From an optimization exercise on the open Yosys and OpenROAD flow, aimed at small area, a short achievable clock period and few clock cycles per item; shortcuts taken in it are not production practice. At most, simulation tests tie the RTL to the original design; equivalence was not proved.

==> inputs of 05-07 <==
==> flow/design.v (excerpt) <==
module tea_interface(
    input [63:0] in,
    input mode,
    input reset,
    input write,
    input clk,
    output [63:0] out,
    output out_ready
);
==> module tea_interface, before the edit <==
module tea_interface(
    input [63:0] in,
    input mode,
    input reset,
    input write,
    input clk,
    output [63:0] out,
    output out_ready
);
    localparam [31:0] DELTA   = 32'h9E3779B9;
    localparam [31:0] NDELTA  = 32'h61C88647;  
    localparam [31:0] SUM_DEC = 32'hC6EF3720;  
    function [31:0] bs(input [31:0] x);
        bs = {x[7:0], x[15:8], x[23:16], x[31:24]};
    endfunction
    wire [31:0] in_y = bs(in[63:32]);
    wire [31:0] in_z = bs(in[31:0]);
    reg [63:0] kp, kq;
    reg        qhi;       
    reg        wk;        
    reg [31:0] a, b, s;
    reg        m;         
    reg        ph;        
    reg        pre, post;  
    reg        busy, rdy;
    always @(posedge clk) begin
        kq <= kp;
        kp <= (reset | wk) ? {in_y, in_z} : kq;
        qhi <= wk ? 1'b1 : ~qhi;
    end
    wire        swp = pre | post;
    wire [31:0] t1, t2, t3;
    padd #(32) u1 (b << 4, kq[63:32], 1'b0, t1, );
    padd #(32) u2 (b, s, 1'b0, t2, );
    padd #(32) u3 (b >> 5, kq[31:0], 1'b0, t3, );
    wire [31:0] f   = t1 ^ t2 ^ t3;
    wire [31:0] fe  = f & {32{~swp}};
    wire [31:0] mm  = {32{m}};
    wire [31:0] nbr;
    padd #(32) u4 (mm ^ a, fe, 1'b0, nbr, );
    wire [31:0] nb  = mm ^ nbr;
    wire go   = busy & (swp | (qhi == (m ~^ ph)));
    wire fin  = ph & (s == (m ? DELTA : SUM_DEC));
    always @(posedge clk) begin
        if (reset) begin
            wk   <= 1'b1;
            busy <= 1'b0;
            rdy  <= 1'b0;
        end else begin
            wk <= 1'b0;
            if (write) begin
                busy <= 1'b1;
                rdy  <= 1'b0;
            end else if (go & (post | (~m & ~swp & fin))) begin
                busy <= 1'b0;
                rdy  <= 1'b1;
            end
        end
    end
    wire        sup = go & ~swp & ph;
    always @(posedge clk)
        s <= write ? (mode ? SUM_DEC : DELTA) : s + ((m ? NDELTA : DELTA) & {32{sup}});
    always @(posedge clk) begin
        if (write) begin
            a    <= in_y;
            b    <= in_z;
            m    <= mode;
            ph   <= 1'b0;
            pre  <= mode;
            post <= 1'b0;
        end else if (go) begin
            a <= b;
            b <= nb;
            if (swp) begin
                pre  <= 1'b0;
                post <= 1'b0;
            end else begin
                ph <= ~ph;
                if (m & fin) post <= 1'b1;
            end
        end
    end
    assign out = {bs(a), bs(b)};
    assign out_ready = rdy;
endmodule
==> module padd, before the edit <==
module padd #(parameter W = 32) (
    input  [W-1:0] a,
    input  [W-1:0] b,
    input          ci,
    output [W-1:0] s,
    output         co
);
    reg [W-1:0] p, g, gp, pp;
    integer l, i, j;
    always @* begin
        p = a ^ b;
        g = a & b;
        g[0] = g[0] | (p[0] & ci);
        gp = g;
        pp = p;
        for (l = 0; (1 << l) < W; l = l + 1) begin
            for (i = W - 1; i >= 0; i = i - 1) begin
                j = ((i >> l) & 1) ? ((i >> l) << l) - 1 : -1;
                if (j >= 0) begin
                    gp[i] = gp[i] | (pp[i] & gp[j]);
                    pp[i] = pp[i] & pp[j];
                end
            end
        end
    end
    assign s  = p ^ {gp[W-2:0], ci};
    assign co = gp[W-1];
endmodule
clock: 12.0 ns
lec_check: 0
abc_area: 1
cap_margin: 20
core_margin: 2
core_utilization: 40
cts_cluster_diameter: 80
cts_cluster_size: 30
slew_margin: 20
standard.sh (not shown) runs the stock make flow with config.mk's settings and CLKGATE_MAP_FILE= SYNTH_SCRIPT=/design/flow/synth_recipe.tcl, a recipe that flattens the netlist after the stock synthesis.
==> flow/flow/run.sh <==
#!/bin/bash
# The standard layout, with three changes:
# - timing repair treats paths with less than MARGIN ns of slack as failing,
#   so it speeds up the design below the clock period;
# - the buffer on each input and output port is the smallest buffer;
# - clock tree synthesis adds no dummy loads.
set -euo pipefail
MARGIN=7.5
bash standard.sh SETUP_SLACK_MARGIN=$MARGIN \
  "BUFFER_PORTS_ARGS=-buffer_cell sky130_fd_sc_hd__buf_1" \
  "CTS_ARGS=-sink_clustering_enable -repair_clock_nets -sink_clustering_size 30 -sink_clustering_max_diameter 80 -dont_use_dummy_load" \
  finish > standard_finish.log 2>&1
==> 12-19: changes against 05-07 <==
==> flow/design.v (replaced) <==
module tea_interface(
    input [63:0] in,
    input mode,
    input reset,
    input write,
    input clk,
    output [63:0] out,
    output out_ready
);
    parameter KS = 0;  
    localparam [31:0] DELTA   = 32'h9E3779B9;
    localparam [31:0] NDELTA  = 32'h61C88647;  
    localparam [31:0] SUM_DEC = 32'hC6EF3720;  
    function [31:0] bs(input [31:0] x);
        bs = {x[7:0], x[15:8], x[23:16], x[31:24]};
    endfunction
    wire [31:0] in_y = bs(in[63:32]);
    wire [31:0] in_z = bs(in[31:0]);
    reg [63:0] kp, kq;
    reg        qhi;        
    reg        wk;         
    reg [31:0] a, c, d, s;
    reg        m;          
    reg        ph;         
    reg        pre;        
    reg [1:0]  post;       
    reg        busy, rdy;
    always @(posedge clk) begin
        kp <= kq;
        kq <= (reset | wk) ? {in_y, in_z} : kp;
        qhi <= wk ? 1'b0 : ~qhi;
    end
    wire [31:0] mm = {32{m}};
    wire [31:0] bres;
    wire        ov;
    padd #(32, 0) add_b (c, d, m, bres, ov);
    wire [27:0] s1 = c[27:0] ^ d[27:0] ^ kq[63:36];
    wire [27:0] c1 = {(c[26:0] & d[26:0]) | (c[26:0] & kq[62:36]) | (d[26:0] & kq[62:36]), m};
    wire [27:0] t1h;
    padd #(28, KS) add_t1 (s1, c1, 1'b0, t1h, );
    wire [31:0] t1 = {t1h, kq[35:32]};
    wire [31:0] s2 = c ^ d ^ s;
    wire [31:0] c2 = {(c[30:0] & d[30:0]) | (c[30:0] & s[30:0]) | (d[30:0] & s[30:0]), m};
    wire [31:0] t2;
    padd #(32, KS) add_t2 (s2, c2, 1'b0, t2, );
    wire [4:0]  lo5;
    wire        cy5;
    padd #(5, 1) add_lo5 (c[4:0], d[4:0], m, lo5, cy5);
    wire [31:0] cs  = {{5{ov}}, c[31:5]};
    wire [31:0] ds  = {5'd0, d[31:5]};
    wire [31:0] s3  = cs ^ ds ^ kq[31:0];
    wire [31:0] c3  = {(cs[30:0] & ds[30:0]) | (cs[30:0] & kq[30:0]) | (ds[30:0] & kq[30:0]), cy5};
    wire [31:0] t3;
    padd #(32, KS) add_t3 (s3, c3, 1'b0, t3, );
    wire        swp = pre | (post != 2'd0);
    wire [31:0] f   = (t1 ^ t2 ^ t3) & {32{~swp}};
    wire go  = busy & (swp | (qhi == (m ~^ ph)));
    wire fin = ph & (s == (m ? DELTA : SUM_DEC));
    always @(posedge clk) begin
        if (reset) begin
            wk   <= 1'b1;
            busy <= 1'b0;
            rdy  <= 1'b0;
        end else begin
            wk <= 1'b0;
            if (write) begin
                busy <= 1'b1;
                rdy  <= 1'b0;
            end else if (go & (post == 2'd1)) begin
                busy <= 1'b0;
                rdy  <= 1'b1;
            end
        end
    end
    always @(posedge clk) begin
        if (write) begin
            a    <= in_y;
            c    <= in_z;
            d    <= {32{mode}};
            s    <= mode ? SUM_DEC : DELTA;
            m    <= mode;
            ph   <= 1'b0;
            pre  <= mode;
            post <= 2'd0;
        end else if (go) begin
            a <= bres;
            c <= a;
            d <= f ^ mm;
            if (pre) begin
                pre <= 1'b0;
            end else if (post != 2'd0) begin
                post <= post - 2'd1;
            end else begin
                ph <= ~ph;
                if (ph) s <= s + (m ? NDELTA : DELTA);
                if (fin) post <= m ? 2'd1 : 2'd2;
            end
        end
    end
    assign out = {bs(a), bs(c)};
    assign out_ready = rdy;
endmodule
module padd #(parameter W = 32, parameter KS = 0) (
    input  [W-1:0] a,
    input  [W-1:0] b,
    input          ci,
    output [W-1:0] s,
    output         co
);
    reg [W-1:0] p, g, gp, pp;
    integer l, i, j;
    always @* begin
        p = a ^ b;
        g = a & b;
        g[0] = g[0] | (p[0] & ci);
        gp = g;
        pp = p;
        for (l = 0; (1 << l) < W; l = l + 1) begin
            for (i = W - 1; i >= 0; i = i - 1) begin
                if (KS) j = i - (1 << l);
                else    j = ((i >> l) & 1) ? ((i >> l) << l) - 1 : -1;
                if (j >= 0) begin
                    gp[i] = gp[i] | (pp[i] & gp[j]);
                    pp[i] = pp[i] & pp[j];
                end
            end
        end
    end
    assign s  = p ^ {gp[W-2:0], ci};
    assign co = gp[W-1];
endmodule
==> flow/run.sh (new file) <==
#!/bin/bash
# synth_recipe.tcl (not shown) runs the flow's synth.tcl, then flattens the netlist and writes it again
# the make line also repeats each setting of config.mk as NAME=value (left out here)
make -C /OpenROAD-flow-scripts/flow DESIGN_CONFIG=/design/flow/config.mk WORK_HOME=/design/flow/orfs CLKGATE_MAP_FILE= SYNTH_SCRIPT=/design/flow/synth_recipe.tcl finish
ABC_AREA = default   (was 1)
CTS_CLUSTER_DIAMETER = default   (was 80)
CTS_CLUSTER_SIZE = default   (was 30)
removed: flow/flow/run.sh
removed: flow/standard.sh
==> 06-27: changes against 05-07 <==
==> flow/design.v (replaced) <==
module tea_interface(
    input [63:0] in,
    input mode,
    input reset,
    input write,
    input clk,
    output [63:0] out,
    output out_ready
);
    localparam [31:0] DELTA   = 32'h9E3779B9;
    localparam [31:0] NDELTA  = 32'h61C88647;  
    localparam [31:0] SUM_DEC = 32'hC6EF3720;  
    function [31:0] bs(input [31:0] x);
        bs = {x[7:0], x[15:8], x[23:16], x[31:24]};
    endfunction
    wire [31:0] in_y = bs(in[63:32]);
    wire [31:0] in_z = bs(in[31:0]);
    reg [63:0] kp, kq;
    reg        qhi;        
    reg        wk;         
    reg [31:0] a, c, d, s;
    reg        m;          
    reg        mi;         
    reg        ph;         
    reg        pre;        
    reg [1:0]  post;       
    reg        busy, rdy;
    always @(posedge clk) begin
        kp <= kq;
        kq <= (reset | wk) ? {in_y, in_z} : kp;
        qhi <= wk ? 1'b0 : ~qhi;
    end
    wire [32:0] bfull = {1'b0, c} + {1'b0, d} + {32'd0, mi};
    wire [31:0] bres  = bfull[31:0];
    wire        ov    = bfull[32];
    wire [27:0] s1 = c[27:0] ^ d[27:0] ^ kq[63:36];
    wire [27:0] c1 = {(c[26:0] & d[26:0]) | (c[26:0] & kq[62:36]) | (d[26:0] & kq[62:36]), mi};
    wire [27:0] t1h = s1 + c1;
    wire [31:0] t1 = {t1h, kq[35:32]};
    wire [31:0] s2 = c ^ d ^ s;
    wire [31:0] c2 = {(c[30:0] & d[30:0]) | (c[30:0] & s[30:0]) | (d[30:0] & s[30:0]), mi};
    wire [31:0] t2 = s2 + c2;
    wire [31:0] k5  = {kq[26:0], 5'd0};
    wire [31:0] s3  = c ^ d ^ k5;
    wire [31:0] mj3 = (c & d) | (c & k5) | (d & k5);
    wire [32:0] x3  = {1'b0, s3} + {mj3[30:0], mi};
    wire        c3p = x3[32];
    wire        c3c = mj3[31];
    wire        up3 = (c3c & c3p) | ((c3c ^ c3p) & ~ov);
    wire [4:0]  k1h = kq[31:27];
    wire [31:0] t3  = {up3 ? k1h + 5'd1 : k1h, x3[31:5]};
    wire        swp = pre | (post != 2'd0);
    wire        kok = qhi == (m ~^ ph);
    wire        go  = busy & (swp | kok);
    wire        rnd = busy & ~swp & kok;
    wire        fin = ph & (s == (m ? DELTA : SUM_DEC));
    wire [31:0] f  = (t1 ^ t2 ^ t3) & {32{rnd}};
    wire        mn = write ? mode : m;
    always @(posedge clk) begin
        if (reset) begin
            wk   <= 1'b1;
            busy <= 1'b0;
            rdy  <= 1'b0;
        end else begin
            wk <= 1'b0;
            if (write) begin
                busy <= 1'b1;
                rdy  <= 1'b0;
            end else if (go & (post == 2'd1)) begin
                busy <= 1'b0;
                rdy  <= 1'b1;
            end
        end
    end
    always @(posedge clk) begin
        d <= f ^ {32{mn}};
        if (write) begin
            a    <= in_y;
            c    <= in_z;
            s    <= mode ? SUM_DEC : DELTA;
            m    <= mode;
            mi   <= mode;
            ph   <= 1'b0;
            pre  <= mode;
            post <= 2'd0;
        end else if (go) begin
            a <= bres;
            c <= a;
            if (pre) begin
                pre <= 1'b0;
            end else if (post != 2'd0) begin
                post <= post - 2'd1;
            end else begin
                ph <= ~ph;
                if (ph) s <= s + (m ? NDELTA : DELTA);
                if (fin) post <= m ? 2'd1 : 2'd2;
            end
        end
    end
    assign out = {bs(a), bs(c)};
    assign out_ready = rdy;
endmodule
==> flow/run.sh (new file) <==
#!/bin/bash
# synth_recipe.tcl (not shown) runs the flow's synth.tcl, then flattens the netlist and writes it again
# the make line also repeats each setting of config.mk as NAME=value (left out here)
make -C /OpenROAD-flow-scripts/flow DESIGN_CONFIG=/design/flow/config.mk WORK_HOME=/design/flow/orfs CLKGATE_MAP_FILE= SYNTH_SCRIPT=/design/flow/synth_recipe.tcl finish
ABC_AREA = default   (was 1)
CTS_CLUSTER_DIAMETER = default   (was 80)
CTS_CLUSTER_SIZE = default   (was 30)
removed: flow/flow/run.sh
removed: flow/standard.sh
==> impl_metrics.py <==
metrics = {
    "run_status": {
        "status": "no timing/DRC/antenna violations",
    },
    "timing": {
        "whs_ns": 0.303,
    },
    "synthesis": {
        "synth_compound_area_share_pct": 12.7,
    },
    "global_routing": {
        "use_met3_pct": 2.61,
    },
    "worst_setup_path": {
        "cp_max_fo": 3,
    },
    "place": {
        "dp_hpwl_um": 33800,
    },
}
-- figures above: 05-07

==> impl_metrics.py <==
metrics = {
    "synthesis": {
        "synth-simple-area-share_pct": 9.12,
        "synth_compound_area_share_pct": 15.7,
    },
    "place": {
        "dp_hpwl_um": 40700,
    },
    "timing": {
        "whs_ns": 0.365,
    },
    "run_status": {
        "status": "no timing/DRC/antenna violations",
    },
    "global_routing": {
        "use_met3_pct": 2.88,
    },
    "cells_and_area": {
        "nNonClkBuffers": 139,
    },
    "worst_setup_path": {
        "cp_max_fo": 5,
    },
}
-- figures above: 06-27

==> impl_metrics.py <==
metrics = {
    "place": {
        "dp_hpwl_um": 34100,
    },
    "run_status": {
        "status": "no timing/DRC/antenna violations",
    },
    "global_routing": {
        "use_met3_pct": 2.12,
    },
    "worst_setup_path": {
        "cp_max_fo": 26,
    },
}
-- figures above: 12-19

Testbench counts of 05-07, summed over its fixed seeds: cycles 68,736, items 1,024.
For 12-19 and 06-27, only the layout was checked, not whether the RTL still works.

## what the ideal ports hide
How much do the figures lean on ideal ports? The routed layouts below were timed once more, with nothing changed but the port constraints.
Step 1, drivers: a clkbuf_16 drives clk and a buf_2 each remaining input, both assumed.
Step 2 times the ports against the registers' clock, not the clock port: input delays grow and output delays shrink by t, the midpoint of the rising clock arrivals with the driver on.
Slacks: ideal ports / drivers / drivers and shift; pairs: ideal ports / drivers.
run	t (ns)	slack for setup (ns)	worst setup path at the end	worst slew at a driven data input, ns
05-07	0.556	7.584 / 7.584 / 7.160	input to register	0.06
12-19	0.623	5.827 / 5.827 / 5.827	register to register	0.05
06-27	0.632	5.976 / 5.976 / 5.976	register to register	0.05
After both steps setup and hold are still met in every run listed. The setup slack of 05-07, which loses most, moves by 0.000 ns with the drivers and by -0.424 ns with both steps.
